From an optimization exercise on the open Yosys and OpenROAD flow, aimed at small area, a short achievable clock period and few clock cycles; shortcuts taken in it are not production practice. In this exercise RTL edits were held to simulation tests only and were not proved equivalent to the original. Power and IR drop assume default switching activity.

==> flow/design.v, too long to show whole: its modules and the start of the top module <==
// module Mult: 2391 lines
// module fullyconnect_4: 898 lines
module fullyconnect_4(
	input logic 				  Clk, Reset, start,
	input logic signed [31:0] curdata,
	input logic signed [31:0] curweight,
	input logic signed [31:0] curbias,
	output logic 		 [13:0] data_addr,
	output logic 		 [13:0] weight_addr,
	output logic 		 [9:0]  bias_addr,
	output logic 		 [13:0] temp_addr,
	output logic signed[31:0] temp_data,
	output logic     			  temp_wren,
	output logic 				  ready
);
  // ...
==> flow/flow/run.sh <==
#!/bin/bash
# Layout flow: the standard ORFS flow (standard.sh) with these changes:
#  - synthesis runs the standard script with yosys's early generic ABC pass
#    skipped (synth -noabc), so that extract_fa sees the adders as written;
#  - timing repair (floorplan, CTS, global route) aims for SETUP_MARGIN ns of
#    setup slack beyond the design's clock period;
#  - every port still gets a buffer, but a plain buffer cell (PORT_BUF) rather
#    than the delay cell buffer_ports picks by default; repair may upsize it;
#  - clock tree synthesis runs with ORFS's arguments plus CTS_EXTRA.
# Every tool's output stays in ORFS's logs under orfs/logs; make's output is
# in standard.log.
set -euo pipefail
SETUP_MARGIN=7.0
PORT_BUF=sky130_fd_sc_hd__buf_1
CTS_EXTRA="-dont_use_dummy_load -sink_clustering_size 24 -sink_clustering_max_diameter 100 -balance_levels"
sed 's/yosys synth -nofsm -noshare /yosys synth -nofsm -noshare -noabc /' synth_recipe.tcl > synth_recipe_noabc.tcl
grep -q -- '-noabc' synth_recipe_noabc.tcl
bash standard.sh SYNTH_SCRIPT=$PWD/synth_recipe_noabc.tcl SETUP_SLACK_MARGIN=$SETUP_MARGIN \
  "BUFFER_PORTS_ARGS=-buffer_cell $PORT_BUF" \
  "CTS_ARGS=-sink_clustering_enable -repair_clock_nets $CTS_EXTRA" \
  finish > standard.log 2>&1
==> flow/standard.sh <==
#!/bin/bash
# synth_recipe.tcl (not shown) runs the flow's synth.tcl, then flattens the netlist and writes it again
# the make line also repeats each setting of config.mk as NAME=value (left out here)
make -C /OpenROAD-flow-scripts/flow DESIGN_CONFIG=/design/flow/config.mk WORK_HOME=/design/flow/orfs CLKGATE_MAP_FILE= SYNTH_SCRIPT=/design/flow/synth_recipe.tcl "${@:-finish}"
==> flow/config.mk <==
export PLATFORM = sky130hd
export DESIGN_NAME = fullyconnect_4
export DESIGN_NICKNAME = fullyconnect_4
export VERILOG_FILES = /design/flow/design.v
export SDC_FILE = /design/flow/constraint.sdc
export NUM_CORES = 4
export LEC_CHECK = 0
export CAP_MARGIN = 20
export CORE_MARGIN = 2
export CORE_UTILIZATION = 40
export PLACE_DENSITY = 0.6
export SLEW_MARGIN = 20
==> flow/constraint.sdc <==
create_clock -name core_clock -period 10.0 [get_ports {Clk}]
set_input_delay 2.0000 -clock core_clock [delete_from_list [all_inputs] [get_ports {Clk}]]
set_output_delay 2.0000 -clock core_clock [all_outputs]
set_load 0.01 [all_outputs]
==> metrics.md, run 1 <==
| Metric | Value |
|---|---|
| Outcome | timing/DRC/antenna clean |
| Post-route ant nets | 0 |
| Initial Util | 40.5% |
| Footprint of the multi-input gates | 0.0222 mm² |
| Final nets | approximately 3700 |
| Seq cells post-synth | ~450 |
| Commonest non-fill, non-tap cells in the layout | xor2_1 (487), o22ai_1 (484), fa_1 (476) |
| Power in combinational cells | 7.41 mW |
| Logic inverters | 107 |
| Die height | 290 µm |
| Met2 usage in global routing | 33.9% |
| CP top delay family | flip-flops |
| Sequential power share | 26.7% |
| Setup WS post-layout | 6.93 ns |
| Largest net degree at the start of global routing | 66 |
| CTS clk-pin slew, worst paths | approximately 0.09 ns |
| Critical path's slowest cell | dfxtp_4 |
| Rel. slew slack | approximately 44% |
| Die area | between 0.08 and 0.09 mm² |
| Die width | 290 µm |
| Top reg by flops | r1 |
| Routability congestion estimate | between 0.8 and 0.9 |
| Post-synthesis xor/xnor area fraction | 15.2% |
| Largest register FFs | around 200 |
| Post-Syn Area per Cell | 10.8 µm² |
| Endpoints failing setup | 0 |
| Crit. Startpoint | neuron[0]$_SDFFE_PP0P_ |
| Post-synthesis mux area share | under 10% |
Testbench counts, summed over its fixed seeds: cycles 69,240.
==> inputs of run 2 (changes only) <==
--- a/flow/flow/run.sh
+++ b/flow/flow/run.sh
@@ -8,3 +8,4 @@
 #    than the delay cell buffer_ports picks by default; repair may upsize it;
-#  - clock tree synthesis runs with ORFS's arguments plus CTS_EXTRA.
+#  - clock tree synthesis runs with ORFS's arguments plus CTS_EXTRA;
+#  - the core is sized for CORE_UTIL percent utilisation, placed at PLACE_DENSITY.
 # Every tool's output stays in ORFS's logs under orfs/logs; make's output is
@@ -14,3 +15,5 @@
 PORT_BUF=sky130_fd_sc_hd__buf_1
-CTS_EXTRA="-dont_use_dummy_load -sink_clustering_size 24 -sink_clustering_max_diameter 100 -balance_levels"
+CORE_UTIL=65
+PLACE_DENSITY=0.75
+CTS_EXTRA="-dont_use_dummy_load -sink_clustering_size 24 -sink_clustering_max_diameter 100"
 sed 's/yosys synth -nofsm -noshare /yosys synth -nofsm -noshare -noabc /' synth_recipe.tcl > synth_recipe_noabc.tcl
@@ -20,2 +23,2 @@
   "CTS_ARGS=-sink_clustering_enable -repair_clock_nets $CTS_EXTRA" \
-  finish > standard.log 2>&1
+  CORE_UTILIZATION=$CORE_UTIL PLACE_DENSITY=$PLACE_DENSITY finish > standard.log 2>&1
==> metrics.md, run 2 <==
| Metric | Value |
|---|---|
| Via-per-instance ratio | 6.70 (was 5.73) |
| Rel. slew slack | 43.8% (was 44.5%) |
| CTS Buf Count | 25 (unchanged) |
| Worst r2r dst | r1[141]$_DFF_P_ (was r1[174]$_DFF_P_) |
| Post-synth top area share | 29.1% (unchanged) |
| Placed insts | 3632 (was 4014) |
| Initial Util | 65.6% (was 40.5%) |
| Final Core Density | 69.9% (was 43.8%) |
| Critical path's slowest cell | dfxtp_2 (was dfxtp_4) |
| Final hold slack | 0.343 ns (was 0.334 ns) |
| CTS tree | built (unchanged) |
| Dominant cells by area after synthesis | fa_1 (29%), dfxtp_1 (27%), xor2_1 (13%), o22ai_1 (9.2%), ha_1 (4.9%) (unchanged) |
| Footprint of the multi-input gates | 0.0221 mm² (was 0.0222 mm²) |
| Most area-hungry cell type in the Yosys netlist | fa_1 (unchanged) |
| Commonest cells post-synth | xor2_1 (487), o22ai_1 (484), fa_1 (476) (unchanged) |
| Total negative slack | 0 ns (unchanged) |
| Max Buffers Root-to-Sink | 3 (unchanged) |
| YS warnings | 1 (unchanged) |
| Largest register FFs | 198 (unchanged) |
| Synth-to-Final Area Change | 6.68% (was 8.08%) |
| RSZ-0062 raised after global routing | yes (unchanged) |
| Seq cells post-synth | 449 (unchanged) |
| Share of cells above drive strength 1 | 10.4% (was 10.8%) |
| Gate Count Post-Synth | 3019 (unchanged) |
| FF+latch area | 0.00911 mm² (was 0.00917 mm²) |
| Final hold vios | 0 (unchanged) |
| Wire per inst | 27.1 µm (was 24.0 µm) |
| Fin cells | 3698 (was 4070) |
| FF-to-FF Start | dn[11]$_DFF_P_ (was dn[18]$_DFF_P_) |
| Hold path endpoint | f1$_DFF_P_ (was l1$_DFF_P_) |
| Top reg by flops | r1 (unchanged) |
| Core footprint | 0.0500 mm² (was 0.0808 mm²) |
| P per Cell Area | 330 mW/mm² (was 325 mW/mm²) |
| Most common cell after layout, fill and taps aside | xor2_1 (unchanged) |
| HPWL Detailed | 61000 µm (was 63000 µm) |
| Hold crit path type | flop to flop (unchanged) |
| Fin Clk Skew | 0.0797 ns (was 0.0511 ns) |
| Detailed Routing Iterations Pass 1 | 6 (unchanged) |
| CTS H-tree lvls | 1 (unchanged) |
| Routability congestion estimate | 0.924 (was 0.889) |
| CTS clk-pin slew, worst paths | 0.09 ns (about the same) |
| Rows | 82 (was 104) |
| Busiest grt layer | met2 (unchanged) |
| Routed Wire Length | 100000 µm (was 97600 µm) |
| Final nets | 3728 (was 3713) |
| Iter 0 DRT Violations | 3087 (was 2258) |
| Crit path DAT | 1.09 ns (was 1.07 ns) |
| Critical path capture point type | output pin (unchanged) |
| Via count | 24769 (was 23317) |
| Number of global-route vias before repair | 26807 (was 24416) |
| Die width | 228 µm (was 290 µm) |
| Count of cell types in the netlist | 66 (unchanged) |
| # IOs | 185 (unchanged) |
| Commonest non-fill, non-tap cells in the layout | xor2_1 (487), o22ai_1 (484), fa_1 (476) (unchanged) |
| MaxCap Viol Count | 0 (unchanged) |
| Post-Syn Area per Cell | 10.8 µm² (unchanged) |
| Tot Pwr | 11.5 mW (about the same) |
| DRC | 0 (unchanged) |
| Endpoints failing setup | 0 (unchanged) |
| Congestion Overflow GR | 0 (unchanged) |
| Period minus WS final | 3.09 ns (was 3.07 ns) |
| P_leak | 15.0 nW (was 14.9 nW) |
| Die area | 0.0522 mm² (was 0.0842 mm²) |
| Worst skew pair latency | 0.61 ns (was 0.59 ns) |
| Largest net degree at the start of global routing | 66 (unchanged) |
| Hold Path Depth | 0 (unchanged) |
| Cts hold-fix bufs | 0 (unchanged) |
| Top FF cell, synth | dfxtp_1 (unchanged) |
| CTS Root Cell | clkbuf_16 (unchanged) |
| Crit Path Max Fanout | 2 (was 4) |
| Register area share after synthesis | 27.4% (unchanged) |
| Met1 Use GR | 49.9% (was 31.8%) |
| Period utilization | 30.9% (was 30.7%) |
| First-pass GRT wire length | 154000 µm (was 151000 µm) |
| Critical path startpoint category | flop (unchanged) |
| Die height | 228 µm (was 290 µm) |
| FF-to-FF path depth | 6 (unchanged) |
| Initial antenna violation count | 2 (was 7) |
| Gr usage total | 38.2% (was 22.8%) |
| Worst-Margin Slew | 0.843 ns (was 0.833 ns) |
| R2r setup slk | 6.99 ns (was 7.06 ns) |
| CP Class | flop to output pin (unchanged) |
| CP top delay family | flip-flops (unchanged) |
| Met2 usage in global routing | 57.9% (was 33.9%) |
| Min-delay src | f0$_DFF_P_ (was l0$_DFF_P_) |
| Number of flops mapped to enable cells by yosys | 0 (unchanged) |
| Crit-path cells | buf_6 (unchanged) |
| Asr flop ratio synth | 0% (unchanged) |
| Crit path required time | 8.00 ns (about the same) |
| CP max stage delay | 0.38 ns (was 0.37 ns) |
| Buffers added on ports | 161 (unchanged) |
| FMAX | 323 MHz (was 325 MHz) |
| Outcome | timing/DRC/antenna clean (unchanged) |
| Max VDD drop | 237 µV (was 222 µV) |
| Post-route ant nets | 0 (unchanged) |
| Clk sinks | 449 (unchanged) |
| Crit path buf inv count | 1 (unchanged) |
| Mapped Area | 0.0328 mm² (unchanged) |
| Final Slew Violations | 0 (unchanged) |
| Cell with the most instances after synthesis | xor2_1 (unchanged) |
| Fill count | 3646 (was 7611) |
| Routing usage on met3 | 11.8% (was 6.65%) |
## run 2: cell counts after synthesis
No cell type changed its count.
## run 2: power breakdown
group,internal (mW),leakage (nW),switching (mW)
logic,3.33,10.9,4.10
clock network,0.444,0.308,0.594
registers,2.65,3.79,0.392
## run 2: through the flow
stage	cell area [µm²]	setup WS [ns]
floorplan	32800	7.00
global placement	33500	6.71
detailed placement	33500	6.67
CTS	34800	6.89
global route	34900	6.88
finish	34900	6.91
## run 2: cell families (layout without fill, tap and decap cells)
family          after synthesis  after routing  synth area share (%)
compound gates              643            643                  12.5
simple gates                300            300                  4.55
mux                          34             34                  1.16
buf+inv                     421            404                  5.22
flops                       449            449                  27.4
xor+xnor                    568            568                  15.2
other cells                   1             25                0.0114
fa+ha+maj                   603            603                  33.9
## run 2: timing repair
action | 4_1_cts | 5_1_grt
pin swaps | 0 | 1
endpoints found under the setup margin | 170 | 114
buffers inserted | 30 | 9
gates resized for setup | 162 | 24
## run 2: layout make-up
cell class	count	area share, %
Inverter	107	1.15
Sequential cell	449	26.1
Timing Repair Buffer	272	5.18
Clock buffer	25	1.79
Tap cell	672	2.41
Antenna cell	2	0.0143
Multi-Input combinational cell	2171	63.4
## run 2: metal layers
layer / part of all wire [%] / up-vias
li1: - / 10119
met1: 37 / 12069
met2: 43 / 2036
met3: 13 / 545
met4: 6.2 / 0
met5: 0 / -
## run 2: worst max path at each step
stage                                      from               to  slack (ns)  depth (start not counted)
after floorplan               e_neg[14]$_DFF_P_  r1[137]$_DFF_P_        7.00                          6
after global placement           dn[18]$_DFF_P_   r1[74]$_DFF_P_        6.71                          6
after detailed placement         dn[18]$_DFF_P_   r1[74]$_DFF_P_        6.67                          6
after CTS                        wr2$_SDFF_PP0_        temp_wren        6.89                          1
after global routing             wr2$_SDFF_PP0_        temp_wren        6.88                          1
final                     waddr[4]$_SDFFE_PP0P_   weight_addr[4]        6.91                          1

==> what the ideal ports hide <==
In the flow no input, the clock included, has a driving cell. The finished layouts below were timed again as built, in two steps. Step 1 sets driving cells, clkbuf_16 on the clock port and buf_2 on the other inputs (assumed; they add their load-dependent delay and slew). Step 2 also shifts input and output timing later by t, the mid clock arrival at the registers, as if the neighbouring blocks saw the same clock. Slacks: ideal / step 1 / step 2; pairs: ideal / step 1.
run	shift t [ns]	setup slack, ns	cell pins on the clock port's net
run 1	0.633	6.927 / 6.863 / 6.901	1
run 2	0.635	6.908 / 6.845 / 6.757	1
After both steps every run listed still meets setup and hold. The setup slack of run 2, which loses most, moves by -0.063 ns with the drivers and by -0.151 ns with both steps.
